Source: an optimization exercise on an open RTL-to-GDS flow (aim: small area and a short achievable clock period). Production flows keep margins and buffers that such runs may drop. In this exercise RTL edits were held to simulation tests only and were not proved equivalent to the original. Power and IR drop assume default switching activity.

==> run a: inputs <==
==> flow/design.v <==
module Binary_mul_16_1_uni (P, A, B, clk, rst_n, en);
    input unsigned [15:0] A;
    input unsigned [15:0] B;
    input clk, rst_n, en;
    output reg unsigned [31:0] P;
    reg  [2:0]  c;       
    reg         first;   
    reg  [15:0] ar;      
    reg  [1:0]  bd;      
    reg  [15:0] h;       
    wire [2:0]  cn = c + 3'd1;
    wire [16:0] pp0 = {1'b0, ar & {16{bd[0]}}};
    wire [16:0] pp1 = {ar & {16{bd[1]}}, 1'b0};
    wire [16:0] hx  = {1'b0, h & {16{~first}}};
    wire [16:0] s   = hx ^ pp0 ^ pp1;
    wire [16:0] cy  = (hx & pp0) | (hx & pp1) | (pp0 & pp1);
    wire [17:0] x = {1'b0, s};
    wire [17:0] y = {cy, 1'b0};
    wire [17:0] g0 = x & y, p0 = x ^ y;
    wire gg0 = g0[1] | (p0[1] & g0[0]);
    wire gg1 = g0[2] | (p0[2] & g0[1]);
    wire pg1 = p0[2] & p0[1];
    wire gg2 = g0[3] | (p0[3] & g0[2]);
    wire pg2 = p0[3] & p0[2];
    wire gg3 = g0[4] | (p0[4] & g0[3]);
    wire pg3 = p0[4] & p0[3];
    wire gg4 = g0[5] | (p0[5] & g0[4]);
    wire pg4 = p0[5] & p0[4];
    wire gg5 = g0[6] | (p0[6] & g0[5]);
    wire pg5 = p0[6] & p0[5];
    wire gg6 = g0[7] | (p0[7] & g0[6]);
    wire pg6 = p0[7] & p0[6];
    wire gg7 = g0[8] | (p0[8] & g0[7]);
    wire pg7 = p0[8] & p0[7];
    wire gg8 = g0[9] | (p0[9] & g0[8]);
    wire pg8 = p0[9] & p0[8];
    wire gg9 = g0[10] | (p0[10] & g0[9]);
    wire pg9 = p0[10] & p0[9];
    wire gg10 = g0[11] | (p0[11] & g0[10]);
    wire pg10 = p0[11] & p0[10];
    wire gg11 = g0[12] | (p0[12] & g0[11]);
    wire pg11 = p0[12] & p0[11];
    wire gg12 = g0[13] | (p0[13] & g0[12]);
    wire pg12 = p0[13] & p0[12];
    wire gg13 = g0[14] | (p0[14] & g0[13]);
    wire pg13 = p0[14] & p0[13];
    wire gg14 = g0[15] | (p0[15] & g0[14]);
    wire pg14 = p0[15] & p0[14];
    wire gg15 = g0[16] | (p0[16] & g0[15]);
    wire pg15 = p0[16] & p0[15];
    wire gg16 = g0[17] | (p0[17] & g0[16]);
    wire pg16 = p0[17] & p0[16];
    wire gg17 = gg1 | (pg1 & g0[0]);
    wire gg18 = gg2 | (pg2 & gg0);
    wire gg19 = gg3 | (pg3 & gg1);
    wire pg19 = pg3 & pg1;
    wire gg20 = gg4 | (pg4 & gg2);
    wire pg20 = pg4 & pg2;
    wire gg21 = gg5 | (pg5 & gg3);
    wire pg21 = pg5 & pg3;
    wire gg22 = gg6 | (pg6 & gg4);
    wire pg22 = pg6 & pg4;
    wire gg23 = gg7 | (pg7 & gg5);
    wire pg23 = pg7 & pg5;
    wire gg24 = gg8 | (pg8 & gg6);
    wire pg24 = pg8 & pg6;
    wire gg25 = gg9 | (pg9 & gg7);
    wire pg25 = pg9 & pg7;
    wire gg26 = gg10 | (pg10 & gg8);
    wire pg26 = pg10 & pg8;
    wire gg27 = gg11 | (pg11 & gg9);
    wire pg27 = pg11 & pg9;
    wire gg28 = gg12 | (pg12 & gg10);
    wire pg28 = pg12 & pg10;
    wire gg29 = gg13 | (pg13 & gg11);
    wire pg29 = pg13 & pg11;
    wire gg30 = gg14 | (pg14 & gg12);
    wire pg30 = pg14 & pg12;
    wire gg31 = gg15 | (pg15 & gg13);
    wire pg31 = pg15 & pg13;
    wire gg32 = gg16 | (pg16 & gg14);
    wire pg32 = pg16 & pg14;
    wire gg33 = gg19 | (pg19 & g0[0]);
    wire gg34 = gg20 | (pg20 & gg0);
    wire gg35 = gg21 | (pg21 & gg17);
    wire gg36 = gg22 | (pg22 & gg18);
    wire gg37 = gg23 | (pg23 & gg19);
    wire pg37 = pg23 & pg19;
    wire gg38 = gg24 | (pg24 & gg20);
    wire pg38 = pg24 & pg20;
    wire gg39 = gg25 | (pg25 & gg21);
    wire pg39 = pg25 & pg21;
    wire gg40 = gg26 | (pg26 & gg22);
    wire pg40 = pg26 & pg22;
    wire gg41 = gg27 | (pg27 & gg23);
    wire pg41 = pg27 & pg23;
    wire gg42 = gg28 | (pg28 & gg24);
    wire pg42 = pg28 & pg24;
    wire gg43 = gg29 | (pg29 & gg25);
    wire pg43 = pg29 & pg25;
    wire gg44 = gg30 | (pg30 & gg26);
    wire pg44 = pg30 & pg26;
    wire gg45 = gg31 | (pg31 & gg27);
    wire pg45 = pg31 & pg27;
    wire gg46 = gg32 | (pg32 & gg28);
    wire pg46 = pg32 & pg28;
    wire gg47 = gg37 | (pg37 & g0[0]);
    wire gg48 = gg38 | (pg38 & gg0);
    wire gg49 = gg39 | (pg39 & gg17);
    wire gg50 = gg40 | (pg40 & gg18);
    wire gg51 = gg41 | (pg41 & gg33);
    wire gg52 = gg42 | (pg42 & gg34);
    wire gg53 = gg43 | (pg43 & gg35);
    wire gg54 = gg44 | (pg44 & gg36);
    wire gg55 = gg45 | (pg45 & gg37);
    wire pg55 = pg45 & pg37;
    wire gg56 = gg46 | (pg46 & gg38);
    wire pg56 = pg46 & pg38;
    wire gg57 = gg55 | (pg55 & g0[0]);
    wire gg58 = gg56 | (pg56 & gg0);
    wire [17:0] gc = {gg57, gg54, gg53, gg52, gg51, gg50, gg49, gg48, gg47, gg36, gg35, gg34, gg33, gg18, gg17, gg0, g0[0], 1'b0};
    wire [17:0] t  = p0 ^ gc;
    always @(posedge clk or negedge rst_n) begin
        if (!rst_n) begin
            c    <= 3'd0;
        end else begin
            c    <= cn;
        end
    end
    always @(posedge clk) begin
        first <= (cn == 3'd0);
        ar <= A;
        bd <= B[2*cn +: 2];
        h  <= t[17:2];
        P[2*c +: 2] <= t[1:0];
        if (first)
            P[31:16] <= h;
    end
endmodule
==> flow/flow/run.sh <==
#!/bin/bash
# The standard layout, with two changes to how it is made:
# - ports are buffered with the smallest buffer (buf_1) rather than the
#   delay-cell buffer the resizer picks by default;
# - the timing repair aims below the clock period (setup margin), so the
#   resizer also fixes the slowest paths of the design.
# The clock period, constraints and synthesis are the standard flow's own.
set -uo pipefail
bash standard.sh \
  BUFFER_PORTS_ARGS="-buffer_cell sky130_fd_sc_hd__buf_1" \
  SETUP_SLACK_MARGIN=7.0 \
  finish > standard_flow.log 2>&1
==> flow/standard.sh <==
#!/bin/bash
# synth_recipe.tcl (not shown) runs the flow's synth.tcl, then flattens the netlist and writes it again
# the make line also repeats each setting of config.mk as NAME=value (left out here)
make -C /OpenROAD-flow-scripts/flow DESIGN_CONFIG=/design/flow/config.mk WORK_HOME=/design/flow/orfs CLKGATE_MAP_FILE= SYNTH_SCRIPT=/design/flow/synth_recipe.tcl "${@:-finish}"
==> flow/config.mk <==
export PLATFORM = sky130hd
export DESIGN_NAME = Binary_mul_16_1_uni
export DESIGN_NICKNAME = Binary_mul_16_1_uni
export VERILOG_FILES = /design/flow/design.v
export SDC_FILE = /design/flow/constraint.sdc
export NUM_CORES = 4
export LEC_CHECK = 0
export CAP_MARGIN = 20
export CORE_MARGIN = 2
export CORE_UTILIZATION = 40
export SLEW_MARGIN = 20
==> flow/constraint.sdc <==
create_clock -name core_clock -period 10.0 [get_ports {clk}]
set_input_delay 2.0000 -clock core_clock [delete_from_list [all_inputs] [get_ports {clk}]]
set_output_delay 2.0000 -clock core_clock [all_outputs]
set_load 0.01 [all_outputs]
==> run b (differences from run a) <==
==> flow/design.v, changed modules only <==
module Binary_mul_16_1_uni (P, A, B, clk, rst_n, en);
    input unsigned [15:0] A;
    input unsigned [15:0] B;
    input clk, rst_n, en;
    output reg unsigned [31:0] P;
    reg  [2:0]  c;       
    reg         last;    
    reg  [15:0] ar;      
    reg  [1:0]  bd;      
    reg  [15:0] h;       
    wire [2:0]  cn = c + 3'd1;
    wire [16:0] pp0 = {1'b0, ar & {16{bd[0]}}};
    wire [16:0] pp1 = {ar & {16{bd[1]}}, 1'b0};
    wire [16:0] hx  = {1'b0, h};
    wire [16:0] s   = hx ^ pp0 ^ pp1;
    wire [16:0] cy  = (hx & pp0) | (hx & pp1) | (pp0 & pp1);
    wire [17:0] x = {1'b0, s};
    wire [17:0] y = {cy, 1'b0};
    wire [17:0] g0 = x & y, p0 = x ^ y;
    wire [17:0] g1 = g0 | (p0 & {g0[16:0], 1'b0}),  q1 = p0 & {p0[16:0], 1'b0};
    wire [17:0] g2 = g1 | (q1 & {g1[15:0], 2'b0}),  q2 = q1 & {q1[15:0], 2'b0};
    wire [17:0] g3 = g2 | (q2 & {g2[13:0], 4'b0}),  q3 = q2 & {q2[13:0], 4'b0};
    wire [17:0] g4 = g3 | (q3 & {g3[9:0], 8'b0}),   q4 = q3 & {q3[9:0], 8'b0};
    wire [17:0] g5 = g4 | (q4 & {g4[1:0], 16'b0});
    wire [17:0] t  = p0 ^ {g5[16:0], 1'b0};
    always @(posedge clk or negedge rst_n) begin
        if (!rst_n) begin
            c    <= 3'd0;
            last <= 1'b0;
        end else begin
            c    <= cn;
            last <= (cn == 3'd7);
        end
    end
    always @(posedge clk) begin
        ar <= A;
        bd <= B[2*cn +: 2];
        h  <= last ? 16'd0 : t[17:2];
        P[2*c +: 2] <= t[1:0];
        if (last)
            P[31:16] <= t[17:2];
    end
endmodule
==> flow/run.sh (new file) <==
#!/bin/bash
# synth_recipe.tcl (not shown) runs the flow's synth.tcl, then flattens the netlist and writes it again
# the make line also repeats each setting of config.mk as NAME=value (left out here)
make -C /OpenROAD-flow-scripts/flow DESIGN_CONFIG=/design/flow/config.mk WORK_HOME=/design/flow/orfs CLKGATE_MAP_FILE= SYNTH_SCRIPT=/design/flow/synth_recipe.tcl finish
removed: flow/flow/run.sh
removed: flow/standard.sh
==> results.txt <==
- Dpl cell area: 0.004683 mm^2
- Fill cells: 961
- TAP cells: 133
- Maximum clock skew at final layout: 0.01104 ns
- Outcome: timing/DRC/antenna clean
- Fraction of area in registers: 29.04%
- Non-filler cells in the finished layout: 627
- Met1 Usage GRT: 20.77%
- Multi-input gates: 288
- Arrival time reported for the critical path endpoint: 3.62 ns
(the above is from run b)
==> results.txt <==
- Met1 Usage GRT: 19.35%
- Fill cells: 872
- Fraction of area in registers: approximately 34%
- Arrival time reported for the critical path endpoint: 0.88 ns
- Multi-input gates: 259
- Non-filler cells in the finished layout: 532
- Outcome: timing/DRC/antenna clean
- Leading registers by flop count: P (32), ar (16), h (16)
- Dpl cell area: 0.003951 mm^2
- Power after layout: approximately 920 uW
- Share of final-layout standard cells stronger than drive strength 1: 12.74%
(the above is from run a)

-- separate check: timing with driven ports --
No port has a modelled driver above. Below, the same layouts with a new extraction and two added sets of constraints.
Step 1, drivers: a clkbuf_16 drives clk and a buf_2 each remaining input, both assumed.
Step 2, shift: input delay + t, output delay - t, t = (earliest + latest rising clock arrival at the registers) / 2. This alone moves slack from input paths to output paths.
a / b / c = ideal / step 1 / step 2; a / b = the first two.
run | t, ns | setup WS [ns] | worst slew at a driven data input, ns | cell pins on the clock port's net
run a | 0.375 | 7.122 / 7.093 / 7.079 | 0.04 | 1
run b | 0.392 | 6.603 / 6.603 / 6.603 | 0.04 | 1
After both steps setup and hold are still met in every run listed. The setup slack of run a, which loses most, moves by -0.029 ns with the drivers and by -0.043 ns with both steps.
